This is an optimization exercise on Yosys and OpenROAD, whose aim is small area, not a production implementation.
RTL that was checked went through simulation tests only; none was proved equivalent to the original.
The clock port is modelled as an ideal driver; clocking choices that lean on that would not hold on a real chip.
Power and IR drop assume default switching activity.

## oak
==> flow/design.v (excerpt) <==
module mimaqi_hxh (
        input         clk,
        input         rst,
        input  [3:0]  inrow,
        output [3:0]  outcol,
        output [7:0]  segData,
        output [3:0]  segCtl,
        output        led_1,
        output        led_2,
        output        led_3,
        output        led_22,
        output        led_33,
        output        led_333,
        output        led_0,
        output        led_00,
        output        led_000,
        output        led_0000,
        output        led_00000,
        output        led_000000,
        output        led_0000000,
        output        change_lemp,
        output        change_lemp1,
        output        flag_b,
        output        bee
    );
clock: 10.0 ns
lec_check: 0
cap_margin: 20
core_margin: 2
core_utilization: 40
slew_margin: 20
standard.sh (not shown) runs the stock make flow with config.mk's settings and CLKGATE_MAP_FILE= SYNTH_SCRIPT=/design/flow/synth_recipe.tcl, a recipe that flattens the netlist after the stock synthesis.
==> flow/flow/run.sh <==
#!/bin/bash
# Own layout flow: the standard synthesis, then an area-oriented re-mapping
# of the combinational logic only (every flip-flop instance, its name and its
# cell type stay as the standard synthesis made them), then the standard
# layout steps, except that the clock tree is a small manual one (my_cts.tcl).
# Each tool's full output goes to a log file of its own in the work folder.
set -euo pipefail
W=$PWD
R=$W/orfs/results/$FLOW_PLATFORM/mimaqi_hxh/base

bash standard.sh synth > "$W/log_1_standard_synth.log" 2>&1

cp "$R/1_2_yosys.v" "$W/standard_1_2_yosys.v"
REMAP_LIB=$FLOW_HOME/platforms/$FLOW_PLATFORM/lib/sky130_fd_sc_hd__tt_025C_1v80.lib \
REMAP_IN=$W/standard_1_2_yosys.v \
REMAP_OUT=$R/1_2_yosys.v \
REMAP_STAT=$W/remap_stat.txt \
REMAP_TOP=$FLOW_TOP \
REMAP_DONT_USE="sky130_fd_sc_hd__probe_p_8 sky130_fd_sc_hd__probec_p_8 sky130_fd_sc_hd__lpflow_*" \
REMAP_SCRIPT=$W/flow/remap.abc \
  yosys -c "$W/flow/remap.tcl" > "$W/log_2_remap.log" 2>&1
touch "$R/1_2_yosys.v"

bash standard.sh place > "$W/log_3_standard_place.log" 2>&1
bash standard.sh run RUN_SCRIPT="$W/flow/my_cts.tcl" RUN_LOG_NAME_STEM=4_1_cts_manual > "$W/log_4_manual_cts.log" 2>&1
bash standard.sh > "$W/log_5_standard_finish.log" 2>&1
Other scripts of this flow, unchanged in this note and not shown: flow/flow/manual_tree.tcl, flow/flow/my_cts.tcl, flow/flow/remap.abc, flow/flow/remap.tcl
> inputs changed (oak -> pine)
--- a/flow/design.v
+++ b/flow/design.v
@@ -145,21 +145,21 @@
     wire sh_pin = rel && is_dig;
     wire st_pch = rel && !k1 && is_b && fb;
     wire st_pw  = rel && !k1 && is_a && fb && eq_c;
     always @(posedge clk)
         if (rst) begin
             ft <= 3'd1; fb <= 1'b0; cl <= 1'b0; cl1 <= 1'b0; k2 <= 1'b0; fz <= 1'b0;
         end else if (rel) begin
             ft <= nft; fb <= nfb; cl <= ncl; cl1 <= ncl1; k2 <= nk2; fz <= nfz;
         end
     reg clr;
-    always @(posedge clk) clr <= rst | (clr & (ph != 2'd2));
+    always @(posedge clk) clr <= rst | (clr & (cnt[3:0] != 4'd10));
     wire zap = rst | clr;
     wire [15:0] pin_n = sh_pin ? {pin[15:12], kc, pin[7:0]} : {pin[3:0], pin[15:4]};
     wire [15:0] pch_n = st_pch ? {pin[3:0], pin[15:4]} : {pch[3:0], pch[15:4]};
     wire [15:0] pw_n  = st_pw  ? {pch[3:0], pch[15:4]} : {pw[3:0], pw[15:4]};
     always @(posedge clk) begin
         pin <= {zap ? 4'd0 : pin_n[15:12], pin_n[11:0]};
         pch <= {zap ? 4'd0 : pch_n[15:12], pch_n[11:0]};
         pw  <= {zap ? 4'd8 : pw_n[15:12],  pw_n[11:0]};
     end
     always @(posedge clk)
@@ -218,63 +218,61 @@
             else bz <= 1'b1;
         end
     assign bee = bz;
     reg [15:0] lednum;
     reg [1:0]  flagc;
     wire dop = rel && is_dig;
     wire op_sh10 = dop && !fb;
     wire op_wr   = dop && fb && !cl1;
     wire op_sh11 = dop && fb && cl1 && !cl;
     wire op_sh   = op_sh10 | op_sh11;
-    wire [3:0] shv = fb ? 4'd11 : 4'd10;
+    wire [3:0] shv = fb ? 4'd14 : 4'd10;
     wire w0 = op_wr && flagc == 2'd0;
     wire w1 = op_wr && flagc == 2'd1;
     wire w2 = op_wr && flagc == 2'd2;
     wire w3 = op_wr && flagc == 2'd3;
     wire [3:0] l0 = lednum[3:0], l1s = lednum[7:4], l2s = lednum[11:8], l3s = lednum[15:12];
-    wire [3:0] n0 = op_sh ? l0  : w0 ? 4'd13 : w2 ? kc : l1s;
-    wire [3:0] n1 = op_sh ? l1s : w0 ? 4'd13 : w3 ? kc : l2s;
+    wire [3:0] n0 = op_sh ? l0  : w0 ? 4'd12 : w2 ? kc : l1s;
+    wire [3:0] n1 = op_sh ? l1s : w0 ? 4'd12 : w3 ? kc : l2s;
     wire [3:0] n2 = op_sh ? shv : w0 ? kc    : l3s;
-    wire [3:0] n3 = op_sh ? l3s : w0 ? 4'd13 : w1 ? kc : l0;
+    wire [3:0] n3 = op_sh ? l3s : w0 ? 4'd12 : w1 ? kc : l0;
     always @(posedge clk) begin
         lednum <= {zap ? 4'd0 : n3, n2, n1, n0};
         if (rst) flagc <= 2'd0;
         else if (op_wr) flagc <= flagc + 2'd1;
     end
     reg [15:0] snap;
     wire [15:0] snap_n = disp_en ? {lednum[3:0], lednum[15:4]} : {snap[3:0], snap[15:4]};
     always @(posedge clk)
         snap <= {zap ? 4'd0 : snap_n[15:12], snap_n[11:0]};
-    reg [3:0] ctl;
+    reg [1:0] ss;
     reg [3:0] sg;
-    wire [3:0] nctl = (ctl == 4'd0) ? 4'b0001 : {ctl[2:0], ctl[3]};
-    wire [3:0] nsg  = ({4{nctl[0]}} & snap[11:8]) | ({4{nctl[1]}} & snap[15:12]) |
-                      ({4{nctl[2]}} & snap[3:0])  | ({4{nctl[3]}} & snap[7:4]);
-    reg blank;             
-    always @(posedge clk) begin
-        blank <= rst;
-        if (rst) begin
-            ctl <= 4'd0;
-            sg  <= 4'd0;
+    wire [3:0] nsg = (ss == 2'd0) ? snap[11:8] : (ss == 2'd1) ? snap[15:12] :
+                     (ss == 2'd2) ? snap[3:0]  : snap[7:4];
+    wire blank = clr & (cnt[3:0] == 4'd0);    
+    always @(posedge clk)
+        if (rst) begin
+            ss <= 2'd0;
+            sg <= 4'd0;
         end else if (seg_upd) begin
-            ctl <= nctl;
-            sg  <= nsg;
-        end
-    end
+            ss <= ss + 2'd1;
+            sg <= nsg;
+        end
+    wire [3:0] ctl = clr ? 4'b0000 : (4'b0001 << (ss - 2'd1));
     assign segCtl = ctl;
     assign segData =
         blank         ? 8'b1111_1111 :
         (sg == 4'd0)  ? 8'b1100_0000 :
         (sg == 4'd1)  ? 8'b1111_1001 :
         (sg == 4'd2)  ? 8'b1010_0100 :
         (sg == 4'd3)  ? 8'b1011_0000 :
         (sg == 4'd4)  ? 8'b1001_1001 :
         (sg == 4'd5)  ? 8'b1001_0010 :
         (sg == 4'd6)  ? 8'b1000_0010 :
         (sg == 4'd7)  ? 8'b1111_1000 :
         (sg == 4'd8)  ? 8'b1000_0000 :
         (sg == 4'd9)  ? 8'b1001_0000 :
         (sg == 4'd10) ? 8'b0111_1111 :
-        (sg == 4'd11) ? 8'b1100_0110 :
-        (sg == 4'd13) ? 8'b1111_0111 :
+        (sg == 4'd14) ? 8'b1100_0110 :
+        (sg == 4'd12) ? 8'b1111_0111 :
                         8'b1111_1111;
 endmodule
Notes after the runs:
- pine | stages: all done | timing, DRC, antenna: all pass
- Having completed the whole flow, oak delivered a layout that passed the timing, DRC and antenna checks.
- From oak to pine the numbers moved as follows: final worst slack decreased by 0.41 ns relative to the old numbers; total power decreased about 0.6%; met1 wire length +37 um.
- As far as utilization is concerned, oak and pine perform about the same.
- In terms of worst hold slack, oak and pine differ only marginally.
- When pine is set beside oak, its share of power burned in registers turns out to be 0.8 points smaller.
- Looking at cell count of the worst reg-to-reg path, pine sits 5 above oak.
- Combinational power, pine and oak: smaller value in oak
- pine: final critical-path share of the clock period 4.1 points above oak
- The area occupied by registers in pine sits about 1.6% below the value recorded for oak.
Only the layout flow was run in pine; the RTL was not checked for function there.

## re-timing with driven ports
Ports are ideal in the flow. The routed layouts listed here were re-timed in OpenROAD.
Step 1 assumes that a clkbuf_16 drives the clock port and a buf_2 every other input.
Step 2 times the ports against the registers' clock, not the clock port: input delays grow and output delays shrink by t, the midpoint of the rising clock arrivals with the driver on.
Slacks: no drivers / after step 1 / after step 2; pairs: no drivers / after step 1.
| run | t (ns) | slack for setup (ns) | worst setup path at the end |
|---|---|---|---|
| oak | 0.498 | 5.412 / 5.376 / 5.646 | input to register |
| pine | 0.510 | 5.007 / 4.971 / 5.481 | register to output |
After both steps setup and hold are still met in every run listed.
